What follows belongs to an exercise in optimizing a design on an open flow for small area and few clock cycles per item; a production flow would make more cautious choices. Only simulation tests tie the RTL to the original design; equivalence was not proved. No driver is modelled on the clock port, so clock power and skew are understated where the tree is cut down; a real chip needs a root buffer or a tree.

==> run Y <==
Design system, start of the top module:
module system
  #(parameter WIDTH = 24)
   (input aclk,
    input aresetn,
    input [WIDTH-1:0] s_axis_tdata,
    input s_axis_tvalid,
    output s_axis_tready,
    input s_axis_tlast,
    input [3:0] s_axis_tuser,
    output [2*WIDTH-1:0] m_axis_tdata,
    output m_axis_tvalid,
    input m_axis_tready,
    output m_axis_tlast,
    output [3:0] m_axis_tuser);
export LEC_CHECK = 0
export CAP_MARGIN = 20
export CORE_MARGIN = 2
export CORE_UTILIZATION = 40
export GPL_TIMING_DRIVEN = 0
export SLEW_MARGIN = 20
export SYNTH_HIERARCHICAL = 1
export SYNTH_MINIMUM_KEEP_SIZE = 0
create_clock -name core_clock -period 4.0 [get_ports {aclk}]
standard.sh (not shown) runs the stock make flow with config.mk's settings and CLKGATE_MAP_FILE= SYNTH_SCRIPT=/design/flow/synth_recipe.tcl, a recipe that flattens the netlist after the stock synthesis.
==> flow/flow/run.sh <==
#!/bin/bash
# The standard layout (the standard.sh, unchanged) with these settings:
# - the port buffers that buffer_ports inserts are the smallest buffer,
#   sky130_fd_sc_hd__buf_1, instead of the cell it picks by default;
# - clock tree synthesis uses sky130_fd_sc_hd__clkbuf_8 and inserts no dummy
#   loads;
# - flow/post_cts.tcl, run at the end of the CTS step, replaces the H-tree
#   with a one-level tree: three clkbuf_8, driven by the clock port, each
#   clocking one group of nearby registers.
# ORFS's own logs are in orfs/logs/; make's output is in standard.log.
set -euo pipefail
export BUFFER_PORTS_ARGS="-buffer_cell sky130_fd_sc_hd__buf_1"
export CTS_ARGS="-sink_clustering_enable -repair_clock_nets -dont_use_dummy_load -buf_list sky130_fd_sc_hd__clkbuf_8"
export CLOCK_BUFFER=sky130_fd_sc_hd__clkbuf_8
export CLOCK_GROUPS=3
export POST_CTS_TCL="$PWD/flow/post_cts.tcl"
bash standard.sh > standard.log 2>&1
==> flow/flow/post_cts.tcl <==
# Sourced by ORFS's CTS step (POST_CTS_TCL) after clock tree synthesis,
# timing repair and detailed placement, before 4_1_cts.odb is written.
#
# The design has few registers, so TritonCTS's H-tree (a root buffer and
# four leaf buffers) is more than it needs. Replace it with a one-level tree:
# CLOCK_GROUPS buffers of type CLOCK_BUFFER, all driven by the clock port,
# each driving the clock pins of one group of nearby registers. Every
# register gets its clock through exactly one buffer of the same type.
set block [ord::get_db_block]
set clk_net [$block findNet aclk]
set master [[ord::get_db] findMaster $::env(CLOCK_BUFFER)]

# Walk the tree from the port: collect clock buffers, their nets, and sinks.
set bufs {}
set nets {}
set sinks {}
set todo [list $clk_net]
while {[llength $todo]} {
  set net [lindex $todo 0]
  set todo [lrange $todo 1 end]
  foreach it [$net getITerms] {
    if {![$it isInputSignal] && [$it getIoType] ne "INPUT"} { continue }
    set inst [$it getInst]
    set m [[$inst getMaster] getName]
    if {[string match "sky130_fd_sc_hd__clkbuf_*" $m]} {
      lappend bufs $inst
      set out [[$inst findITerm X] getNet]
      lappend nets $out
      lappend todo $out
    } else {
      lappend sinks $it
    }
  }
}
puts "post_cts: tree has [llength $bufs] buffers and [llength $sinks] sinks"

# Split the registers into CLOCK_GROUPS groups by position (k-means on the
# clock-pin locations, started from an even split along x) and give each
# group one buffer at its centre.
set k $::env(CLOCK_GROUPS)
set pts {}
foreach it $sinks {
  set bb [[$it getInst] getBBox]
  lappend pts [list [expr {([$bb xMin] + [$bb xMax]) / 2}] [expr {([$bb yMin] + [$bb yMax]) / 2}] $it]
}
set pts [lsort -integer -index 0 $pts]
set n [llength $pts]
set cent {}
for {set g 0} {$g < $k} {incr g} {
  set p [lindex $pts [expr {int(($g + 0.5) * $n / $k)}]]
  lappend cent [list [lindex $p 0] [lindex $p 1]]
}
for {set iter 0} {$iter < 20} {incr iter} {
  set assign {}
  foreach p $pts {
    set best 0
    set bd 1e30
    for {set g 0} {$g < $k} {incr g} {
      set c [lindex $cent $g]
      set d [expr {abs([lindex $p 0] - [lindex $c 0]) + abs([lindex $p 1] - [lindex $c 1])}]
      if {$d < $bd} { set bd $d; set best $g }
    }
    lappend assign $best
  }
  set newc {}
  for {set g 0} {$g < $k} {incr g} {
    set sx 0; set sy 0; set m 0
    foreach p $pts a $assign {
      if {$a == $g} { set sx [expr {$sx + [lindex $p 0]}]; set sy [expr {$sy + [lindex $p 1]}]; incr m }
    }
    if {$m} { lappend newc [list [expr {$sx / $m}] [expr {$sy / $m}]] } else { lappend newc [lindex $cent $g] }
  }
  set cent $newc
}

foreach it $sinks { $it disconnect }
foreach inst $bufs { odb::dbInst_destroy $inst }
foreach net $nets { odb::dbNet_destroy $net }

for {set g 0} {$g < $k} {incr g} {
  set buf [odb::dbInst_create $block $master clkbuf_${g}_aclk]
  set leaf [odb::dbNet_create $block clknet_${g}_aclk]
  $leaf setSigType CLOCK
  [$buf findITerm A] connect $clk_net
  [$buf findITerm X] connect $leaf
  set m 0
  foreach p $pts a $assign {
    if {$a == $g} { [lindex $p 2] connect $leaf; incr m }
  }
  set c [lindex $cent $g]
  $buf setLocation [lindex $c 0] [lindex $c 1]
  $buf setPlacementStatus PLACED
  puts "post_cts: [$buf getName] drives $m registers"
}

detailed_placement
check_placement -verbose

proc clk_slew_max {} {
  set mx 0
  foreach p [get_pins -hierarchical */CLK] {
    set s [get_property $p slew_max]
    if {$s > $mx} { set mx $s }
  }
  return $mx
}
estimate_parasitics -placement
puts "post_cts: clock port drives [llength [$clk_net getITerms]] pins"
puts "post_cts: final clock-pin slew [clk_slew_max]"
report_worst_slack -max
report_worst_slack -min
==> run K: changes against run Y <==
==> flow/flow/run.sh (replaced) <==
#!/bin/bash
# The standard layout (the standard.sh, unchanged) with these settings:
# - the port buffers that buffer_ports inserts are the smallest buffer,
#   sky130_fd_sc_hd__buf_1, instead of the cell it picks by default;
# - clock tree synthesis uses sky130_fd_sc_hd__clkbuf_8 and inserts no dummy
#   loads;
# - flow/post_cts.tcl, run at the end of the CTS step, removes the H-tree's
#   root buffer so the clock port drives the (four) leaf clock buffers
#   directly. Every register still gets its clock through one leaf buffer.
# ORFS's own logs are in orfs/logs/; make's output is in standard.log.
set -euo pipefail
export BUFFER_PORTS_ARGS="-buffer_cell sky130_fd_sc_hd__buf_1"
export CTS_ARGS="-sink_clustering_enable -repair_clock_nets -dont_use_dummy_load -buf_list sky130_fd_sc_hd__clkbuf_8"
export POST_CTS_TCL="$PWD/flow/post_cts.tcl"
bash standard.sh > standard.log 2>&1
==> flow/flow/post_cts.tcl (replaced) <==
set block [ord::get_db_block]
set clk_net [$block findNet aclk]
set roots {}
foreach it [$clk_net getITerms] {
  set inst [$it getInst]
  if {[string match "sky130_fd_sc_hd__clkbuf_*" [[$inst getMaster] getName]]} {
    lappend roots $inst
  }
}
puts "post_cts: clock port drives [llength [$clk_net getITerms]] pins"
if {[llength $roots] == 1 && [llength [$clk_net getITerms]] == 1} {
  set root [lindex $roots 0]
  set out_net [[$root findITerm X] getNet]
  set leaves {}
  foreach it [$out_net getITerms] {
    if {[$it getInst] ne $root && [$it isInputSignal]} { lappend leaves $it }
  }
  set leaf_buffers 1
  foreach it $leaves {
    if {![string match "sky130_fd_sc_hd__clkbuf_*" [[[$it getInst] getMaster] getName]]} {
      set leaf_buffers 0
    }
  }
  if {[llength $leaves] <= 4 && $leaf_buffers} {
    puts "post_cts: removing root buffer [$root getName], port now drives [llength $leaves] leaf buffers"
    foreach it $leaves {
      $it disconnect
      $it connect $clk_net
    }
    odb::dbInst_destroy $root
    odb::dbNet_destroy $out_net
  } else {
    puts "post_cts: root buffer kept"
  }
}

proc clk_slew_max {} {
  set mx 0
  foreach p [get_pins -hierarchical */CLK] {
    set s [get_property $p slew_max]
    if {$s > $mx} { set mx $s }
  }
  return $mx
}

detailed_placement
check_placement -verbose
estimate_parasitics -placement
puts "post_cts: final clock-pin slew [clk_slew_max]"
report_worst_slack -max
report_worst_slack -min
CORE_UTILIZATION = 60   (was 40)
GPL_TIMING_DRIVEN = unset   (was 0)
==> run B: changes against run Y <==
GPL_TIMING_DRIVEN = unset   (was 0)
==> comparison <==
Die area: run Y is larger than run K (about 47%).
Via count: run B > run Y > run K.
Of run B and run Y, run B has the higher sequential share of layout area (gap 0.46 points).
Core utilization, lowest first: run B, run Y, run K.
Against run K, the wire length of run B is larger by 9.0%.
In sequential cell count, run K and run Y do not differ.
In run K the critical path depth is lower than in run Y, by 1.
Run Y went through all stages and came out clean. Run K finished clean. Run B completed without violations.
Testbench counts of run Y, summed over its fixed seeds: cycles 12,472, items 12,464.
Testbench counts of run K, summed over its fixed seeds: cycles 12,472, items 12,464.
Testbench counts of run B, summed over its fixed seeds: cycles 12,472, items 12,464.
The clock cells of run Y and run B come from the design's own scripts or RTL, not from TritonCTS.

[static timing again, ports no longer ideal]
The results above use ideal ports. As a check the final layouts listed here were re-extracted and re-timed, cells and wires unchanged. Step 1 sets driving cells, clkbuf_16 on the clock port and buf_2 on the other inputs (assumed; they add their load-dependent delay and slew). Step 2 moves the port delays by t, midway between the first and last clock arrival at a register: inputs arrive t later, outputs are due t later. That takes back most of the time a late clock gives input paths. a / b / c = no drivers / after step 1 / after step 2; a / b = the first two.
run | t, ns | setup slack, ns | latest minus earliest clock arrival (ns)
run Y | 0.192 | 0.600 / 0.550 / 0.742 | 0.024 / 0.025
run K | 0.186 | 0.962 / 0.907 / 1.091 | 0.012 / 0.012
run B | 0.194 | 0.840 / 0.797 / 0.901 | 0.032 / 0.032
After both steps every run listed still meets setup and hold.
